Source: an optimization exercise on an open RTL-to-GDS flow (aim: small area and a short achievable clock period). Production flows keep margins and buffers that such runs may drop.
The RTL was checked by simulation tests, not by an equivalence proof against the original design.
Power is estimated from default activity; no workload was simulated.

`design/flow/config.mk`:
```
export PLATFORM = sky130hd
export DESIGN_NAME = calculator
export DESIGN_NICKNAME = calculator
export VERILOG_FILES = /design/flow/design.v
export SDC_FILE = /design/flow/constraint.sdc
export NUM_CORES = 8
export LEC_CHECK = 0
export CAP_MARGIN = 20
export CORE_MARGIN = 2
export CORE_UTILIZATION = 40
export SLEW_MARGIN = 20
```
`design/flow/constraint.sdc`:
```
create_clock -name core_clock -period 160.0 [get_ports {CLK100MHZ}]
set_input_delay 32.0000 -clock core_clock [delete_from_list [all_inputs] [get_ports {CLK100MHZ}]]
set_output_delay 32.0000 -clock core_clock [all_outputs]
set_load 0.01 [all_outputs]
```
`design/flow/design.v`:
```
`timescale 1ns / 1ps
module clock_divider(
    input logic clk_in,       
    input logic rst,          
    output logic clk_out      
    );
    logic [4:0] counter;
    logic slow_clk;
    always_ff @(posedge clk_in) begin
        if (rst) begin
            counter <= 0;
            slow_clk <= 0;
        end else if (counter == 9) begin
            counter <= 0;
            slow_clk <= ~slow_clk;  
        end else begin
            counter <= counter + 1;
        end
    end
    assign clk_out = (counter == 9) && !slow_clk;
endmodule
`timescale 1ns / 1ps
module bin32_to_bcd(
    input logic [31:0] binary,
    output logic [39:0] bcd  
    );
    logic [71:0] bcd_binary;
    always_comb begin
        bcd_binary = '0;
        bcd_binary[31:0] = binary;
        for(int i=0;i<32;i++) begin
            for(int j=0;j<10;j++) begin
                if(bcd_binary[32 + j*4 +:4] >= 5)
                    bcd_binary[32 + j*4 +:4] += 4'd3;
            end
            bcd_binary = bcd_binary << 1;
        end
        bcd = bcd_binary[71:32];
    end
endmodule
`timescale 1ns / 1ps
module seven_segment(
    input logic [3:0] sw_in,
    output logic [7:0] out
    );
    always_comb begin
        case(sw_in)           
            4'h0: out = 8'b11000000;  
            4'h1: out = 8'b11111001;  
            4'h2: out = 8'b10100100;  
            4'h3: out = 8'b10110000;  
            4'h4: out = 8'b10011001;  
            4'h5: out = 8'b10010010;  
            4'h6: out = 8'b10000010;  
            4'h7: out = 8'b11111000;  
            4'h8: out = 8'b10000000;  
            4'h9: out = 8'b10010000;  
            4'hA: out = 8'b10001000;  
            4'hB: out = 8'b10000011;  
            4'hC: out = 8'b11000110;  
            4'hD: out = 8'b10100001;  
            4'hE: out = 8'b10000110;  
            4'hF: out = 8'b10001110;  
            default: out = 8'b11111111;  
        endcase
    end
endmodule
`timescale 1ns / 1ps
module calculator(
    input logic CLK100MHZ,
    input logic RST,      
    input logic [15:0] SW,
    input logic BTNU,  
    input logic BTND,  
    input logic BTNL,  
    input logic BTNR,  
    input logic BTNC,  
    output logic [7:0] AN,       
    output logic [7:0] out       
    );
    logic CLK5MHZ;
    clock_divider clk_div_inst (
        .clk_in(CLK100MHZ),
        .rst(RST),
        .clk_out(CLK5MHZ)
    );
    typedef enum logic [1:0] {IDLE, BTN_PRESS, RESULT} state_t;
    state_t current_state, next_state;
    typedef enum logic [2:0] {NONE, ADD, SUB, MUL, DIV} op_t;
    op_t current_op;
    logic [2:0] btn_synchronizer;
    logic signed [15:0] a, b;
    logic signed [15:0] sw_s;         
    assign sw_s = SW;
    logic signed [32:0] total;
    logic btn_edge;
    logic is_negative;                
    logic [31:0] val_to_display;      
    logic [39:0] bcd_result;          
    logic [3:0]  current_nibble;      
    logic [19:0] refresh_counter;     
    logic [2:0]  digit_select;        
    logic [7:0]  decoded_segments;    
    always_ff @(posedge CLK100MHZ) begin
        if (RST) begin
            current_state <= IDLE;
            btn_synchronizer <= '0;
        end else if (CLK5MHZ) begin
            current_state <= next_state;
            btn_synchronizer <= ((btn_synchronizer << 1) | BTNU | BTND | BTNL | BTNR | BTNC);  
        end
    end
    always_comb begin
        next_state = current_state;
        btn_edge = (btn_synchronizer[2:1] == 2'b01); 
        case (current_state)
            IDLE:      if(btn_edge && (BTNU | BTND | BTNL | BTNR)) next_state = BTN_PRESS;
            BTN_PRESS: if(btn_edge && BTNC) next_state = RESULT;
            RESULT:    if(btn_edge) next_state = IDLE;
        endcase
    end
    always_ff @(posedge CLK100MHZ) begin
        if (RST) begin
            current_op <= NONE;
            a <= '0;
            b <= '0;
            total <= '0;
        end else if(CLK5MHZ && btn_edge) begin
            if(BTNU) current_op <= ADD;
            else if(BTND) current_op <= SUB;
            else if(BTNL) current_op <= MUL;
            else if(BTNR) current_op <= DIV;
            case(current_state)
                IDLE: if (BTNU | BTND | BTNL | BTNR) a <= SW;
                BTN_PRESS: begin
                    if (BTNC) begin
                        b <= SW;
                        case (current_op)
                            ADD: total <= a + sw_s;
                            SUB: total <= a - sw_s;
                            MUL: total <= a * sw_s;
                            DIV: begin
                                if(SW != 0) total <= a / sw_s;
                                else total <= '0; 
                            end
                            default: total <= '0;
                        endcase
                    end
                end
            endcase
        end
    end
    always_comb begin
        is_negative = 0;  
        val_to_display = 0;
        case(current_state)
            IDLE, BTN_PRESS: begin
                if (SW[15] == 1) begin  
                    val_to_display = {16'b0, ~SW + 16'd1};  
                    is_negative = 1;
                end else begin
                    val_to_display = {16'b0, SW};
                    is_negative = 0;
                end
            end
            RESULT: begin
                if (total < 0) begin
                    val_to_display = -total;
                    is_negative = 1;
                end else begin
                    val_to_display = total[31:0];
                    is_negative = 0;
                end
            end
        endcase
    end
    bin32_to_bcd bcd_conv_inst (
        .binary(val_to_display),
        .bcd(bcd_result)
    );
    always_ff @(posedge CLK100MHZ) begin
        if (RST) refresh_counter <= '0;
        else refresh_counter <= refresh_counter + 1;
    end
    assign digit_select = refresh_counter[19:17]; 
    always_comb begin
        case(digit_select)
            3'd0: current_nibble = bcd_result[3:0];   
            3'd1: current_nibble = bcd_result[7:4];   
            3'd2: current_nibble = bcd_result[11:8];  
            3'd3: current_nibble = bcd_result[15:12]; 
            3'd4: current_nibble = bcd_result[19:16]; 
            3'd5: current_nibble = bcd_result[23:20]; 
            3'd6: current_nibble = bcd_result[27:24]; 
            3'd7: current_nibble = bcd_result[31:28]; 
        endcase
    end
    seven_segment seg_decode_inst (
        .sw_in(current_nibble),
        .out(decoded_segments)  
    );
    always_comb begin
        AN = 8'b11111111; 
        AN[digit_select] = 1'b0; 
        if (digit_select == 3'd7 && is_negative) begin
             out = 8'b10111111; 
        end else begin
             out = decoded_segments;
        end
    end
endmodule
```
`design/flow/run.sh`:
```
#!/bin/bash
# synth_recipe.tcl (not shown) runs the flow's synth.tcl, then flattens the netlist and writes it again
# the make line also repeats each setting of config.mk as NAME=value (left out here)
make -C /OpenROAD-flow-scripts/flow DESIGN_CONFIG=/design/flow/config.mk WORK_HOME=/design/flow/orfs CLKGATE_MAP_FILE= SYNTH_SCRIPT=/design/flow/synth_recipe.tcl finish
```
==> reports/results.ini <==
[final_layout]
drive_gt1_frac = 0.0918
num_antenna_cells = 0
final_util = 0.432
nets = 9837
instances_no_fill = 10600
area_delta_synth_final_pct = 7.29

[power_and_ir_drop]
clkPwrFrac = 0.008
power_mw = 2.96
p_int_mw = 1.25
p_comb_frac = 0.985
pg_comb_mw = 2.92
switchingPower_mw = 1.71
p_per_area_nw_per_um2 = 43.9
ir_drop_v = 0.000157
seq_power_share = 0.007
p_clk_mw = 0.0230
switching_share = 0.578
power-top-group = combinational cells
power_leakage_nw = 31.2
seq_power_mw = 0.0209

[grt]
grt_util_met3 = 0.0242
overflow = 0
grt_max_degree = 61
grt_pass1_vias = 58200
gr-usage-all-layers = 0.229
grt.met2_usage = 0.374
antenna_found_initial = 4
top_usage_layer = met2
grt_pass1_wl_um = 306000
use_met1 = 0.324

[sta]
final-setup-viol-count = 0
fmax_mhz = 6.58
slew_violations = 0
slew_headroom = 0.265
final.setup.tns_ns = 0
fin_crit_sh = 0.950
min_period_ns = 152.03
hold_viol = 0
skew_ns = 0.00783
tightestPinTransition_ns = 1.09

[worst_setup_path]
reg2reg_from = a[0]
slowest_delay_ns = 0.49
slowest_stage = or4_1
crit_path_start = SW[0]
regToRegEndpoint = total[25]
cp-start-kind = primary input
endpoint_kind = flop
critical-path-top-delay-family = compound AO/OA/AOI/OAI gates
critical_path.most_common_cell = o21a_1
required_ns = 160.26
crit_fanout = 32
timing.reg2reg.setup_slack_ns = 61.38
worst-path-stages = 634
cp_num_buf_inv = 31
crit_arrival_ns = 152.29
critPathKind = primary input to flop
critPathCapture = total[25]
ff2ff_path_depth = 518

[placement]
dpl.cell_count = 10500
dp_hpwl_um = 153000
portBuffers = 37
gp_congestion = 0.920

[logic_synthesis]
async_reset_ff_frac = 0
ys.flop_type = dfxtp_1
synth.distinct_cells = 154
synth_top_area_frac = 0.200
synth_area_leader_cell = ha_1
synthTopCellsByArea = ha_1 20%, fa_1 8.4%, o21a_1 5.0%
ys_warn_count = 4
yosys_register_bits = 83
synth_cells = 8424
ys_top_cells_by_count = 1004 x ha_1, 723 x nand2_1, 692 x nor2_1
seq_area_frac_synth = 0.0264
synth-edff-count = 0
yosysMostFrequentCell = ha_1
avgSynthCellArea_um2 = 7.47
syn_area_um2 = 63000

[cts]
clock_sinks = 83
cts_tree = done
cts-root-buf = clkbuf_16
cts_inserted_buffers = 9
clockBufferDepth = 2
clk_latency_ns = 0.39
cts.clk_slew.worst_paths_ns = 0.07
h-tree-depth = 3

[hold_path]
min_path_type = flop to flop
hold_path_end = refresh_counter[0]
hold_start = refresh_counter[0]
hold_depth = 1

[floorplanning]
fp.coreArea_um2 = 156000
ioPinCount = 39
die_area_um2 = 161000
fp.dieH_um = 401
initial_core_util = 0.403
fp-row-count = 145
die_w_um = 401

[detailed_routing]
drcViolationCount = 0
num_vias = 62100
ant_nets = 0
routed_via_density = 5.85
drt_iter0_drc = 4445
dr.pass1.iters = 6
drt_wl_total_um = 190000
wire_per_inst_um = 18.0

[run_status]
status = complete, no violations

[run]
drv_cap = 0

[kinds of logic after synthesis]
kind of cell | after synthesis | share of synthesized area
flip-flops | 83 | 0.0264
other | 2 | 0.000119
multiplexers | 443 | 0.0780
XOR/XNOR | 337 | 0.0485
buffers and inverters | 954 | 0.0587
AND/OR/NAND/NOR | 3011 | 0.237
AO/OA/AOI/OAI | 2326 | 0.268
adder cells (fa/ha/maj) | 1268 | 0.283
[repair_timing]
| action | 4_1_cts | 5_1_grt |
|---|---|---|
| endpoints found under the hold margin | 0 | 0 |
| buffers inserted | 0 | 39 |
| setup endpoints to repair | 0 | 33 |
| hold buffers | 0 | 0 |
| resized for setup | 0 | 105 |
[layout by cell type, fill, tap and decap left out, drive strengths merged, types with 29 or more instances in the layout]
cell type | Yosys | layout
xor2 | 126 | 126
xnor2 | 210 | 210
o22ai | 30 | 30
o21bai | 41 | 41
nor2 | 693 | 693
nor3 | 471 | 471
mux2i | 181 | 181
nand2b | 184 | 185
a21o | 136 | 136
o21a | 423 | 423
o221ai | 29 | 29
a22oi | 59 | 59
nand4 | 121 | 121
fa | 264 | 264
or4 | 37 | 37
o211ai | 71 | 71
nand3 | 136 | 136
buf | 50 | 132
and2 | 173 | 173
a31oi | 96 | 96
conb | 2 | 171
mux2 | 262 | 262
inv | 713 | 709
nor2b | 114 | 114
o2111ai | 30 | 30
clkdlybuf4s50 | 0 | 34
o21ai | 290 | 290
a221oi | 29 | 29
a211o | 42 | 42
a21oi | 422 | 422
ha | 1004 | 1004
or2 | 82 | 82
a211oi | 71 | 71
dfxtp | 83 | 83
o31ai | 249 | 249
o211a | 36 | 36
nand2 | 723 | 723
or3 | 50 | 50
and3 | 78 | 78
nor4 | 56 | 56
[stage by stage]
step,cell area [um2],setup slack (ns),hold WS [ns]
final,67500,7.97,0.440
after global routing,67500,-0.134,0.465
after CTS,66700,0.785,0.442
after detailed placement,66400,0.730,0.431
after global placement,66400,3.33,0.424
after floorplan,63600,2.67,0.413
[layer usage]
layer	wire [um]	up-vias
li1	-	30900
met1	90700	29400
met2	84700	1501
met3	11000	232
met4	3960	6
met5	35	-
[registers in the layout, summed over array words and instances, names as in the netlist]
| name | flops |
|---|---|
| clk_div_inst.slow_clk | 1 |
| current_op | 3 |
| refresh_counter | 20 |
| btn_synchronizer | 3 |
| a | 16 |
| current_state | 2 |
| clk_div_inst.counter | 5 |
| total | 33 |
[final cells by class]
cell class	instances	area, um2
Fill cell	15800	88700
Multi-Input combinational cell	7557	58700
Tap cell	2058	2570
Inverter	723	2730
Clock inverter	5	62.6
Timing Repair inverter	2	10.0
Timing Repair Buffer	170	1530
Sequential cell	83	1660
Clock buffer	11	233

separate check: timing with driven ports:
How much do the figures lean on ideal ports? The routed layout below was timed once more, with nothing changed but the port constraints. Step 1, drivers: a clkbuf_16 drives CLK100MHZ and a buf_2 each remaining input, both assumed. Step 2, shift: input delay + t, output delay - t, t = (earliest + latest rising clock arrival at the registers) / 2. This alone moves slack from input paths to output paths. Slacks: ideal / step 1 / step 2; pairs: ideal / step 1.
shift t [ns]: 0.463
setup WS [ns]: 7.968 / 8.019 / 7.556
pins driven straight from the clock port: 1
After both steps this run still meets setup and hold. For this run, drivers alone change the setup slack by +0.051 ns; drivers and shift together by -0.412 ns.
